What follows belongs to an exercise in optimizing a design on an open flow for small area; a production flow would make more cautious choices. The RTL was checked by simulation tests, not by an equivalence proof against the original design. No activity file was given, so power comes from the tool's default toggle rates.

==> v26 <==
Design farm_top, start of the top module:
module farm_top(
	input clk,
	input rst_n,
	output [31:0] ins,
	output [31:0] ret_ad,
	output [31:0] mem_addr,
	output [31:0] mem_wdata,
	output mem_rd,
	output mem_wr,
	input  [31:0] mem_rdata);
Settings: LEC_CHECK=0, CAP_MARGIN=20, CORE_MARGIN=2, CORE_UTILIZATION=78, CTS_BUF_LIST=sky130_fd_sc_hd__clkbuf_16, CTS_CLUSTER_DIAMETER=60, CTS_CLUSTER_SIZE=30, GPL_ROUTABILITY_DRIVEN=1, PLACE_DENSITY=0.88, SLEW_MARGIN=20, SYNTH_HIERARCHICAL=1; clock period 10.0 ns.
standard.sh (not shown) runs the stock make flow with config.mk's settings and CLKGATE_MAP_FILE= SYNTH_SCRIPT=/design/flow/synth_recipe.tcl, a recipe that flattens the netlist after the stock synthesis.
==> flow/flow/run.sh <==
#!/bin/bash
set -euo pipefail
bash standard.sh synth > synth.log 2>&1
export BUFFER_PORTS_ARGS="-buffer_cell sky130_fd_sc_hd__buf_1"
bash standard.sh floorplan > floorplan.log 2>&1
bash standard.sh place > place.log 2>&1
bash standard.sh cts > cts.log 2>&1
bash standard.sh route > route.log 2>&1
bash standard.sh finish > finish.log 2>&1
==> v5 (differences from v26) <==
--- a/flow/design.v
+++ b/flow/design.v
@@ -32,52 +32,51 @@
 	g_nand2 u30(.a(s[30]), .b(d[30]), .y(n[10]));
 	g_nand4 c0(.a(n[0]), .b(n[1]), .c(n[2]), .d(n[3]), .y(q[0]));
 	g_nand4 c1(.a(n[4]), .b(n[5]), .c(n[6]), .d(n[7]), .y(q[1]));
 	g_nand3 c2(.a(n[8]), .b(n[9]), .c(n[10]), .y(q[2]));
 	g_or3   c3(.a(q[0]), .b(q[1]), .c(q[2]), .y(y));
 endmodule
 module alu_out(input ks, input s, input kp, input p, input kg, input g,
-               input kb, input b, input rt, input shr, input lf, input shl,
-               output r);
-	wire n1, n2;
+               input kb, input b, input sh, output r);
+	wire n1, v;
 	g_a222oi o0(.a1(ks), .a2(s), .b1(kp), .b2(p), .c1(kg), .c2(g), .y(n1));
-	g_a222oi o1(.a1(kb), .a2(b), .b1(rt), .b2(shr), .c1(lf), .c2(shl), .y(n2));
-	g_nand2  o2(.a(n1), .b(n2), .y(r));
+	g_a21o   o1(.a1(kb), .a2(b), .b(sh), .y(v));
+	g_nand2b o2(.an(v), .b(n1), .y(r));
 endmodule
 module alu_pair(input [1:0] a, input [1:0] b, input sub, input cin, input ks,
-                input kp, input kg, input kb, input rt, input lf,
-                input [1:0] shr, input [1:0] shl, output [1:0] r,
+                input kp, input kg, input kb, input [1:0] sh, output [1:0] r,
                 output cout, output [1:0] p, output [1:0] g);
 	wire bx0, p0, g0, c1n, s0;
 	wire bx1, p1n, g1n, p1, g1, s1;
 	g_xor2  x00(.a(b[0]), .b(sub), .y(bx0));
 	g_xor2  x01(.a(a[0]), .b(bx0), .y(p0));
 	g_and2  a00(.a(a[0]), .b(bx0), .y(g0));
 	g_a21oi c0(.a1(p0), .a2(cin), .b(g0), .y(c1n));
 	g_xor2  x02(.a(p0), .b(cin), .y(s0));
 	alu_out u0(.ks(ks), .s(s0), .kp(kp), .p(p0), .kg(kg), .g(g0), .kb(kb),
-	           .b(b[0]), .rt(rt), .shr(shr[0]), .lf(lf), .shl(shl[0]), .r(r[0]));
+	           .b(b[0]), .sh(sh[0]), .r(r[0]));
 	g_xor2  x10(.a(b[1]), .b(sub), .y(bx1));
 	g_xnor2 x11(.a(a[1]), .b(bx1), .y(p1n));
 	g_nand2 a10(.a(a[1]), .b(bx1), .y(g1n));
 	g_o21ai c1(.a1(p1n), .a2(c1n), .b(g1n), .y(cout));
 	g_xor2  x12(.a(p1n), .b(c1n), .y(s1));
 	g_inv   i10(.a(p1n), .y(p1));
 	g_inv   i11(.a(g1n), .y(g1));
 	alu_out u1(.ks(ks), .s(s1), .kp(kp), .p(p1), .kg(kg), .g(g1), .kb(kb),
-	           .b(b[1]), .rt(rt), .shr(shr[1]), .lf(lf), .shl(shl[1]), .r(r[1]));
+	           .b(b[1]), .sh(sh[1]), .r(r[1]));
 	assign p = {p1, p0};
 	assign g = {g1, g0};
 endmodule
 module alu_cla4(input [3:0] p, input [3:0] g, input cin, output cout);
 	wire gg = g[3] | (p[3] & g[2]) | (p[3] & p[2] & g[1]) | (p[3] & p[2] & p[1] & g[0]);
 	wire pp = &p;
 	assign cout = gg | (pp & cin);
 endmodule
-module alu_shift(input [31:0] x, input [4:0] n, input rev, output [31:0] y);
+module alu_shift(input [31:0] x, input [4:0] n, input rev, input left,
+                 input right, output [31:0] y);
 	wire [31:0] l0, l1, l2, l3, l4, l5;
 	wire [4:0] nn;
 	genvar i, k;
 	generate
 	for (k = 0; k < 5; k = k + 1) begin : ni
 		g_inv u(.a(n[k]), .y(nn[k]));
 	end
@@ -105,15 +104,17 @@
 		end
 		if (i + 16 < 32) begin : s5m
 			g_mux2i m(.a(l4[i]), .b(l4[i+16]), .s(n[4]), .y(l5[i]));
 		end else begin : s5z
 			g_nor2 m(.a(l4[i]), .b(n[4]), .y(l5[i]));
 		end
 	end
-	assign y = l5;
+	for (i = 0; i < 32; i = i + 1) begin : ov
+		g_a22o o(.a1(right), .a2(l5[i]), .b1(left), .b2(l5[31-i]), .y(y[i]));
+	end
 	endgenerate
 endmodule
 module farm_top(
 	input clk,
 	input rst_n,
 	output [31:0] ins,
 	output [31:0] ret_ad,
@@ -229,56 +230,48 @@
 	genvar r;
 	for (r = 0; r < 31; r = r + 1) begin : c
 		assign col[r] = ring[r][g];
 	end
 	rf_rdbit u(.s(rsel), .d(col), .y(port[g]));
 end endgenerate
 wire bypass = pw & ~rnone & (rsl == wsl);
-wire act  = st_compute;
-wire pass = st_decode & ~bypass;
-wire hold = ~(act | pass);
-wire useI = is_I & act;
-wire useU = is_U & act;
-wire useZ = ((is_L | is_JR) & act) | hold;
+wire useI = is_I & ~st_decode;
+wire useU = is_U & ~st_decode;
+wire useZ = (is_L | is_JR) & ~st_decode;
 wire [31:0] immI = {{20{IR[31]}}, IR[31:20]};
 wire [31:0] immU = {IR[31:12], 12'd0};
 wire [31:0] B = useI ? immI : useU ? immU : useZ ? 32'd0 : port;
-wire c_sub = op_sub & act;
-wire c_ks  = ((op_add | op_sub) & act) | hold;
-wire c_kp  = (op_or | op_xor) & act;
-wire c_kg  = (op_or | op_and) & act;
-wire c_kb  = (op_lui & act) | pass;
+wire c_sub = op_sub & ~st_decode;
+wire c_ks  = (op_add | op_sub) & ~st_decode;
+wire c_kp  = (op_or | op_xor) & ~st_decode;
+wire c_kg  = (op_or | op_and) & ~st_decode;
+wire c_kb  = op_lui | st_decode;
 wire big   = |B[31:5];
-wire c_l   = op_sll & act & ~big;
-wire c_r   = op_srl & act & ~big;
+wire c_l   = op_sll & ~st_decode & ~big;
+wire c_r   = op_srl & ~st_decode & ~big;
 wire [31:0] sh;
-alu_shift ush(.x(H), .n(B[4:0]), .rev(op_sll), .y(sh));
-wire [31:0] shrev;
-generate for (g = 0; g < 32; g = g + 1) begin : shr
-	assign shrev[g] = sh[31-g];
-end endgenerate
+alu_shift ush(.x(H), .n(B[4:0]), .rev(op_sll), .left(c_l), .right(c_r), .y(sh));
 wire [31:0] alu_r;
 wire [31:0] ap, ag;
 wire [8:0]  cy4;
 wire [15:0] cmid;
 assign cy4[0] = c_sub;
 generate for (g = 0; g < 16; g = g + 1) begin : ab
 	wire cout_unused;
 	alu_pair u(.a(H[2*g+1:2*g]), .b(B[2*g+1:2*g]), .sub(c_sub),
 	           .cin((g % 2 == 0) ? cy4[g/2] : cmid[g-1]),
-	           .ks(c_ks), .kp(c_kp), .kg(c_kg), .kb(c_kb), .rt(c_r), .lf(c_l),
-	           .shr(sh[2*g+1:2*g]), .shl(shrev[2*g+1:2*g]),
+	           .ks(c_ks), .kp(c_kp), .kg(c_kg), .kb(c_kb), .sh(sh[2*g+1:2*g]),
 	           .r(alu_r[2*g+1:2*g]), .cout(cmid[g]),
 	           .p(ap[2*g+1:2*g]), .g(ag[2*g+1:2*g]));
 end
 for (g = 0; g < 8; g = g + 1) begin : cla
 	alu_cla4 u(.p(ap[4*g+3:4*g]), .g(ag[4*g+3:4*g]), .cin(cy4[g]), .cout(cy4[g+1]));
 end endgenerate
 always @(posedge clk)
-	H <= alu_r;
+	if ((st_decode & ~bypass) | st_compute) H <= alu_r;
 assign mem_wdata = port;
 assign mem_rd    = st_fetch | (st_mem & is_L);
 assign mem_wr    = st_mem & is_S;
 wire a_lo  = (mem_addr[31:16] == 16'd0);
 wire a_hi  = (|mem_addr[31:18]) | (&mem_addr[17:16]);
 wire mfc   = a_hi | (a_lo & mem_rd);
 wire stall = (st_fetch | (st_mem & (is_L | is_S))) & ~mfc;
Settings changed: CORE_UTILIZATION 78 to 60, CTS_BUF_LIST sky130_fd_sc_hd__clkbuf_16 to sky130_fd_sc_hd__clkbuf_8, CTS_CLUSTER_DIAMETER 60 to 45, CTS_CLUSTER_SIZE 30 to 18, PLACE_DENSITY 0.88 to 0.7.
==> summary.txt <==
	v5	v26
Uppermost signal routing layer after detailed routing	met4	met5
Pin count of the biggest net entering global routing	41	39
Detailed Route WL	123 mm	123 mm
Proportion of cell area occupied by registers	54.3%	56.0%
Design internal power	7.31 mW	6.69 mW
Layout inverter count without the clock tree	52	53
Insertion delay to the later sink of the worst-skew pair	0.74 ns	0.67 ns
Post-Route Skew	0.0490 ns	0.0306 ns
Result of the run	finished clean	finished clean
Global Route met1 Usage	45.8%	62.3%
Sequential Power Share	53.8%	61.8%
Area overhead of the layout relative to synthesis	10.4%	7.44%
Vertical extent of the die	259 µm	225 µm

## re-timing with driven ports
How much do the figures lean on ideal ports? The routed layouts below were timed once more, with nothing changed but the port constraints. Step 1 (the two cells are an assumption about what drives the block):
set clk [get_ports {clk}]
set_driving_cell -lib_cell sky130_fd_sc_hd__clkbuf_16 $clk
set_driving_cell -lib_cell sky130_fd_sc_hd__buf_2 [delete_from_list [all_inputs] $clk]
Step 2 also shifts input and output timing later by t, the mid clock arrival at the registers, as if the neighbouring blocks saw the same clock. Three values: ideal ports, drivers, drivers and shift; two values: the first two.
run	t, ns	setup slack, ns	clock arrival spread, ns
v26	0.714	0.858 / 0.792 / 1.257	0.035 / 0.035
v5	0.772	0.914 / 0.859 / 1.170	0.049 / 0.049
After both steps every run listed still meets setup and hold.
